This design comes from an exercise in tuning for small area and a short achievable clock period on the open sky130 flow, not from production work.
Only simulation tests tie the RTL to the original design; equivalence was not proved.
Power figures rest on the tool's default switching activity, not on a simulated workload.

==> flow/design.v <==
module mproc (input wire clk, reset, input wire [15:0] d_in, output wire [6:0] addr, output wire [15:0] d_out);
  reg  [6:0]   pc;
  reg  [10:0]  ir;       
  reg  [1:0]   cls;      
  reg  [127:0] rf;       
  reg  [15:0]  opa, opb; 
  reg          f, l, c;  
  wire e   = ~f & ~l;
  wire ld  = cls == 2'b10;
  wire ef  = e & ~ld;
  wire el  = e & ld;
  wire jmp = (cls == 2'b01) & ef;
  wire wr  = el | (ef & (cls == 2'b00));
  wire       fs = f & ~reset;
  wire [7:0] sa = (8'd1 << d_in[2:0]) & {8{fs}};
  wire [7:0] sb = (8'd1 << d_in[5:3]) & {8{fs}};
  wire [15:0] ra = (rf[15:0] & {16{sa[0]}}) |
                     (rf[31:16] & {16{sa[1]}}) |
                     (rf[47:32] & {16{sa[2]}}) |
                     (rf[63:48] & {16{sa[3]}}) |
                     (rf[79:64] & {16{sa[4]}}) |
                     (rf[95:80] & {16{sa[5]}}) |
                     (rf[111:96] & {16{sa[6]}}) |
                     (rf[127:112] & {16{sa[7]}});
  wire [15:0] rb = (rf[15:0] & {16{sb[0]}}) |
                     (rf[31:16] & {16{sb[1]}}) |
                     (rf[47:32] & {16{sb[2]}}) |
                     (rf[63:48] & {16{sb[3]}}) |
                     (rf[79:64] & {16{sb[4]}}) |
                     (rf[95:80] & {16{sb[5]}}) |
                     (rf[111:96] & {16{sb[6]}}) |
                     (rf[127:112] & {16{sb[7]}});
  wire [15:0] a = opa, b = opb;
  wire [1:0]  op = ir[10:9];
  wire [17:0] s2 = {1'b0, a, 1'b1} + {1'b0, b ^ {16{op[0]}}, op[0]};
  wire [16:0] s  = s2[17:1];
  wire [15:0] res = op[1] ? (op[0] ? (a | b) : (a & b)) : s[15:0];
  wire nz = |d_in[13:11];
  wire [1:0] cls_in = {d_in[15] | (~d_in[14] & nz), d_in[14] | (~d_in[15] & nz)};
  wire [15:0] wd = reset ? 16'd0 : (el ? d_in : res);
  wire [2:0]  wa = ir[8:6];
  wire        ua = reset | f | (wr & (wa == ir[2:0]));
  wire        ub = reset | f | (wr & (wa == ir[5:3]));
  integer i;
  always @(posedge clk) begin
    c <= s[16];
    for (i = 0; i < 8; i = i + 1)
      if (reset | (wr & (wa == i))) rf[16*i +: 16] <= wd;
    if (ua) opa <= ra | (wd & {16{~fs}});
    if (ub) opb <= rb | (wd & {16{~fs}});
    if (reset) begin
      pc <= 7'd0; ir <= 11'd0; cls <= 2'b00; f <= 1'b1; l <= 1'b0; c <= 1'b0;
    end else begin
      if (el | f) pc <= pc + 7'd1;
      else if (jmp & c) pc <= pc - ir[6:0];
      if (f) begin ir <= d_in[10:0]; cls <= cls_in; end
      f <= l | ef;
      l <= el;
    end
  end
  assign addr  = pc;
  assign d_out = opa;
endmodule
clock: 8.5 ns
lec_check: 0
abc_area: 1
cap_margin: 20
core_margin: 2
core_utilization: 50
setup_slack_margin: 5.0
slew_margin: 20
standard.sh (not shown) runs the stock make flow with config.mk's settings and CLKGATE_MAP_FILE= SYNTH_SCRIPT=/design/flow/synth_recipe.tcl, a recipe that flattens the netlist after the stock synthesis.
==> flow/flow/run.sh <==
#!/bin/bash
# The standard layout, with repair_timing aiming for a larger setup margin.
set -euo pipefail
bash standard.sh SETUP_SLACK_MARGIN=5.6 finish > run_standard.log 2>&1
The baseline finished clean.
Rerun with:
==> flow/flow/run.sh (replaced) <==
#!/bin/bash
# The standard layout, with repair_timing aiming for a larger setup margin and
# plain buffers on the ports.
set -euo pipefail
bash standard.sh SETUP_SLACK_MARGIN=5.45 "BUFFER_PORTS_ARGS=-buffer_cell sky130_fd_sc_hd__buf_2" finish > run_standard.log 2>&1
- CTS_BUF_LIST: unset -> sky130_fd_sc_hd__clkbuf_8
What happened: The new run ran to the end with no violations; core utilization drops by 3.0 points; count of clock-buffer cells in the layout is unchanged; cell count drops by about 2%.
Rerun with:
==> flow/flow/run.sh (replaced) <==
#!/bin/bash
# The standard layout, with repair_timing aiming for a larger setup margin and
# plain buffers on the ports.
set -euo pipefail
bash standard.sh SETUP_SLACK_MARGIN=5.6 "BUFFER_PORTS_ARGS=-buffer_cell sky130_fd_sc_hd__buf_2" finish > run_standard.log 2>&1
- CTS_BUF_LIST: sky130_fd_sc_hd__clkbuf_8 -> unset
- CTS_CLUSTER_SIZE: unset -> 30
Clock-buffer cell count rises by 1.
Register-to-register slack gains 0.11 ns.
Global-route usage rises by 0.55 points.
Sequential power stays flat.
Sequential cell count does not change.

RTL: the design.v shown in full above, as it stands there.
export LEC_CHECK = 0
export ABC_AREA = 1
export CAP_MARGIN = 20
export CORE_MARGIN = 2
export CORE_UTILIZATION = 50
export CTS_BUF_LIST = sky130_fd_sc_hd__clkbuf_8
export SETUP_SLACK_MARGIN = 5.0
export SLEW_MARGIN = 20
create_clock -name core_clock -period 8.5 [get_ports {clk}]
==> flow/flow/run.sh <==
#!/bin/bash
# The standard layout, with repair_timing aiming for a larger setup margin and
# plain buffers on the ports.
set -euo pipefail
bash standard.sh SETUP_SLACK_MARGIN=5.6 "BUFFER_PORTS_ARGS=-buffer_cell sky130_fd_sc_hd__buf_2" finish > run_standard.log 2>&1
Change:
- ABC_AREA: 1 -> default
- CTS_BUF_LIST: sky130_fd_sc_hd__clkbuf_8 -> default
The new run produced a clean layout.
Power rises by about a fifth.
Sequential power increases by a few percent.
Die area goes up slightly.
Combinational power is higher by a quarter to a third.
Change:
==> flow/run.sh (new file) <==
#!/bin/bash
# synth_recipe.tcl (not shown) runs the flow's synth.tcl, then flattens the netlist and writes it again
# the make line also repeats each setting of config.mk as NAME=value (left out here)
make -C /OpenROAD-flow-scripts/flow DESIGN_CONFIG=/design/flow/config.mk WORK_HOME=/design/flow/orfs CLKGATE_MAP_FILE= SYNTH_SCRIPT=/design/flow/synth_recipe.tcl finish
- ABC_AREA: default -> 1
removed: flow/flow/run.sh
removed: flow/standard.sh
=> Die area went down by 0.47%. Area after synthesis decreases by 0.48%. Final cell count is higher by 14%. Routed wire length is lower by about 13%.
Change:
==> flow/flow/run.sh (new file) <==
#!/bin/bash
# The standard layout, with repair_timing aiming for a larger setup margin and
# plain buffers on the ports.
set -euo pipefail
bash standard.sh SETUP_SLACK_MARGIN=5.8 "BUFFER_PORTS_ARGS=-buffer_cell sky130_fd_sc_hd__buf_2" finish > run_standard.log 2>&1
==> flow/standard.sh (new file) <==
#!/bin/bash
# synth_recipe.tcl (not shown) runs the flow's synth.tcl, then flattens the netlist and writes it again
# the make line also repeats each setting of config.mk as NAME=value (left out here)
make -C /OpenROAD-flow-scripts/flow DESIGN_CONFIG=/design/flow/config.mk WORK_HOME=/design/flow/orfs CLKGATE_MAP_FILE= SYNTH_SCRIPT=/design/flow/synth_recipe.tcl "${@:-finish}"
removed: flow/run.sh
Utilization increases by 7.8 points.
Setup slack is better by 0.64 ns.
Total power increases by a little under a tenth.
Sequential cell count is unchanged.
Die area does not change.
Design area increases by roughly a tenth.
Critical path depth decreases by 6.
Non-clock buffer count increases by 77.
Hold slack is better by 0.0090 ns.
Sequential share of layout area decreases by 5.5 points.
Routed wire length increases by roughly a tenth.

## afterwards: timing with drivers on the ports
In the flow no input, the clock included, has a driving cell. The finished layouts below were timed again as built, in two steps.
Step 1, drivers: a clkbuf_16 drives clk and a buf_2 each remaining input, both assumed.
Step 2, shift: input delay + t, output delay - t, t = (earliest + latest rising clock arrival at the registers) / 2. This alone moves slack from input paths to output paths.
Slacks: no drivers / after step 1 / after step 2; pairs: no drivers / after step 1.
run | t, ns | slack for setup (ns) | clock arrival spread, ns | worst slew at a driven data input, ns | pins driven straight from the clock port
the first run of note 1 | 0.487 | 5.623 / 5.573 / 5.156 | 0.011 / 0.012 | 0.04 | 1
the second run of note 1 | 0.509 | 5.472 / 5.490 / 4.981 | 0.020 / 0.020 | 0.03 | 1
the third run of note 1 | 0.485 | 5.593 / 5.567 / 5.103 | 0.015 / 0.015 | 0.05 | 1
the first run of note 2 | 0.510 | 5.564 / 5.568 / 5.066 | 0.019 / 0.019 | 0.04 | 1
the second run of note 2 | 0.477 | 5.492 / 5.392 / 4.915 | 0.017 / 0.018 | 0.16 | 1
the third run of note 2 | 0.468 | 5.034 / 5.051 / 4.583 | 0.015 / 0.016 | 0.03 | 1
the fourth run of note 2 | 0.476 | 5.678 / 5.633 / 5.220 | 0.014 / 0.014 | 0.09 | 1
After both steps every run listed still meets setup and hold. For the second run of note 2, which loses most, drivers alone change the setup slack by -0.100 ns; drivers and shift together by -0.577 ns.
